Background: an optimization exercise with open tools, aiming at small area and a short achievable clock period. Do not read the settings as production practice. Function was checked by simulation only, so behaviour that the tests miss may differ from the original. Power and IR drop assume default switching activity.

zinc:
Design chip_top, start of the top module:
module chip_top
  ( input          clk_i
  , input          reset_i
  , input          v_i
  , input  [31:0]  a_i
  , input  [31:0]  b_i
  , output         v_o
  , output [63:0]  c_o
  );
Size in the first run: roughly 3,200 cells after synthesis, roughly 130 I/O pins, ~35,000 µm² of cells after synthesis.
Settings: LEC_CHECK=0, CAP_MARGIN=0, CORE_MARGIN=2, CORE_UTILIZATION=60, SETUP_SLACK_MARGIN=5.0, SLEW_MARGIN=0; clock period 7.5 ns.
standard.sh (not shown) runs the stock make flow with config.mk's settings and CLKGATE_MAP_FILE= SYNTH_SCRIPT=/design/flow/synth_recipe.tcl, a recipe that flattens the netlist after the stock synthesis.
==> flow/flow/run.sh <==
#!/bin/bash
# Layout flow: the standard ORFS flow, with a cleaner synthesis netlist.
#  2. the same synthesis again with one change: Yosys's pre-mapping 'abc -fast'
#     (in synth's fine step) is skipped (-noabc) except on the final adder,
#     so extract_fa maps the RTL's full adders without the inverters abc's
#     restructuring leaves between them.  Everything else (ORFS synth.tcl,
#     synth_recipe.tcl, -nofsm -noshare, flatten, renames, final abc
#     mapping) is unchanged.
#  3. flow/polfix.py removes inverters left between self-dual cells.
#  4. the netlist is used only if its registers (names and cell types) are
#     exactly the standard synthesis's; otherwise the standard one is used.
#  5. bash standard.sh finish for the rest of the layout.
# Each tool's output goes to a log file of its own in this folder.
set -u
R=orfs/results/${FLOW_PLATFORM}/chip_top/base
bash standard.sh synth > 1_synth_standard.log 2>&1 || exit 1
cp $R/1_2_yosys.v $R/1_2_yosys_standard.v

# step 2: same make command as standard.sh, own WORK_HOME and synthesis script
# own synthesis script: synth_recipe.tcl with its first line (the synth
# wrapper) replaced; flow/synth_wrap.tcl adds -noabc to synth's fine step
# and runs 'abc -fast' only on the final adder (the logic between the
# carry-save registers fx_r/fy_r and prod_n), which maps better that way.
{ cat flow/synth_wrap.tcl; tail -n +2 synth_recipe.tcl; } > synth_recipe_noabc.tcl
MK=$(grep -m1 '^make ' standard.sh | sed -e "s#SYNTH_SCRIPT=[^ ]*#SYNTH_SCRIPT=$PWD/synth_recipe_noabc.tcl#" -e "s#WORK_HOME=[^ ]*#WORK_HOME=$PWD/orfs_noabc#" -e 's#"${@:-finish}"#synth#')
echo "$MK" > 1_synth_noabc.cmd
ok=0
if bash -c "$MK" > 1_synth_noabc.log 2>&1; then
  N=orfs_noabc/results/${FLOW_PLATFORM}/chip_top/base/1_2_yosys.v
  if python3 flow/polfix.py $N $R/1_2_yosys_fixed.v > polfix.log 2>&1; then
    python3 - $R/1_2_yosys_standard.v $R/1_2_yosys_fixed.v > regcheck.log 2>&1 <<'PY' && ok=1
import re, sys
def regs(f):
    t = open(f).read()
    return sorted(re.findall(r'\n  (sky130_fd_sc_hd__(?:dfxtp|dfrtp|dfstp|dfbbp|dfrbp|dfxbp|edfxtp|sdf\w*|dl\w*)_\d+)\s+(\S+)', t))
a, b = regs(sys.argv[1]), regs(sys.argv[2])
print('registers: standard %d, new %d' % (len(a), len(b)))
sys.exit(0 if a == b and a else 1)
PY
  fi
fi
if [ $ok = 1 ]; then
  echo "using the -noabc netlist" >> regcheck.log
  cp $R/1_2_yosys_fixed.v $R/1_2_yosys.v
  rm -f $R/1_synth.odb $R/1_synth.sdc
else
  echo "using the standard netlist" >> regcheck.log
fi
bash standard.sh finish > 2_finish.log 2>&1
Other scripts of this flow, unchanged in this note and not shown: flow/flow/polfix.py, flow/flow/synth_wrap.tcl
zinc: done, clean on timing, DRC and antenna
Setup changes, zinc to amber
-- flow/config.mk --
<<< zinc, line 8
export CAP_MARGIN = 0
>>> amber, line 8
export CAP_MARGIN = 20
<<< zinc, line 11
>>> amber, line 11
export CTS_CLUSTER_DIAMETER = 50
export CTS_CLUSTER_SIZE = 40
<<< zinc, line 12
export SLEW_MARGIN = 0
>>> amber, line 14
export SLEW_MARGIN = 20
==> comparison <==
- amber completed; timing, DRC and antenna clean
- Going from zinc to amber, power per standard cell area saw a decrease; portion of the clock cycle consumed by the worst path in the final layout has increased; total clock network power lower; count of clock-buffer cells in the layout now sits lower; total length of routed wires shows a reduction of about 0.5%.
- When the final numbers for amber and zinc were put side by side, the share of power burned in combinational logic turned out to be greater in amber.
- Per the comparison of amber with zinc, routed wire length on met2 -0.33%, delay contributed by the slowest stage of the critical path flat, final critical path time including I/O delays and setup went up by 0.042 ns, first-pass GRT wire length did not really move.
[inputs] maple vs amber
-- flow/config.mk --
<<< amber, line 10
export CORE_UTILIZATION = 60
export CTS_CLUSTER_DIAMETER = 50
export CTS_CLUSTER_SIZE = 40
export SETUP_SLACK_MARGIN = 5.0
>>> maple, line 10
export CORE_UTILIZATION = 40
export SETUP_SLACK_MARGIN = 4.8
==> run notes <==
- Worst hold slack ended up 0.023 ns lower on maple than on amber.
- maple vs amber, share of total power in the clock network went up by 1.8 points.
- Going from amber to maple, placed instance area grows by 1.3%.
Modified inputs, sierra compared to maple
-- flow/config.mk --
<<< maple, line 10
export CORE_UTILIZATION = 40
export SETUP_SLACK_MARGIN = 4.8
>>> sierra, line 10
export CORE_UTILIZATION = 65
export PLACE_DENSITY = 0.7
export SETUP_SLACK_MARGIN = 5.0
Results
Going from maple to sierra, clock network contribution to total cell area shrinks by 0.81 points.
Diff maple and sierra: instance count after placement with tap cells included higher in maple
Compared with maple, sierra shows a lower power in the clock group.
Going from maple to sierra, slew at the pin closest to its max-slew limit fell 0.18 ns; overall power of the completed layout went up by 5.2%; post-route cell area -1.2%; number of vias per cell after detailed routing now larger.
sierra vs maple: detailed route wirelength on metal3 up
On number of nets in the final layout, maple and sierra are basically level.
sierra vs. maple: routed wire length went down by about 0.6%.
What violet does differently from sierra at the input level:
-- flow/config.mk --
<<< sierra, line 10
export CORE_UTILIZATION = 65
export PLACE_DENSITY = 0.7
>>> violet, line 10
export CORE_UTILIZATION = 60
export CTS_BUF_LIST = sky130_fd_sc_hd__clkbuf_8
### Flow results
- Between violet and sierra, the total power draw figures differ only marginally.
- [violet] core utilization fell 4.9 points relative to sierra
- Between sierra and violet, the flow reports mean routed wirelength per cell decreasing by a few percent.
- Status: standard cell area after detailed placement parity (violet, sierra)

==> what the ideal ports hide <==
The results above use ideal ports. As a check the final layouts listed here were re-extracted and re-timed, cells and wires unchanged.
Step 1, drivers: a clkbuf_16 drives clk_i and a buf_2 each remaining input, both assumed.
Step 2, shift: input delay + t, output delay - t, t = (earliest + latest rising clock arrival at the registers) / 2. This alone moves slack from input paths to output paths.
a / b / c = ideal ports / drivers / drivers and shift; a / b = the first two.
| run | t (ns) | setup slack, ns | worst setup path at the end |
|---|---|---|---|
| zinc | 0.686 | 4.947 / 4.882 / 4.882 | input to register |
| amber | 0.699 | 4.905 / 4.840 / 4.852 | input to register |
| maple | 0.677 | 4.761 / 4.761 / 4.761 | register to register |
| sierra | 0.702 | 4.895 / 4.846 / 4.853 | input to register |
| violet | 0.783 | 4.831 / 4.768 / 4.890 | input to register |
After both steps setup and hold are still met in every run listed. The setup slack of zinc, which loses most, moves by -0.065 ns with the drivers and by -0.065 ns with both steps.
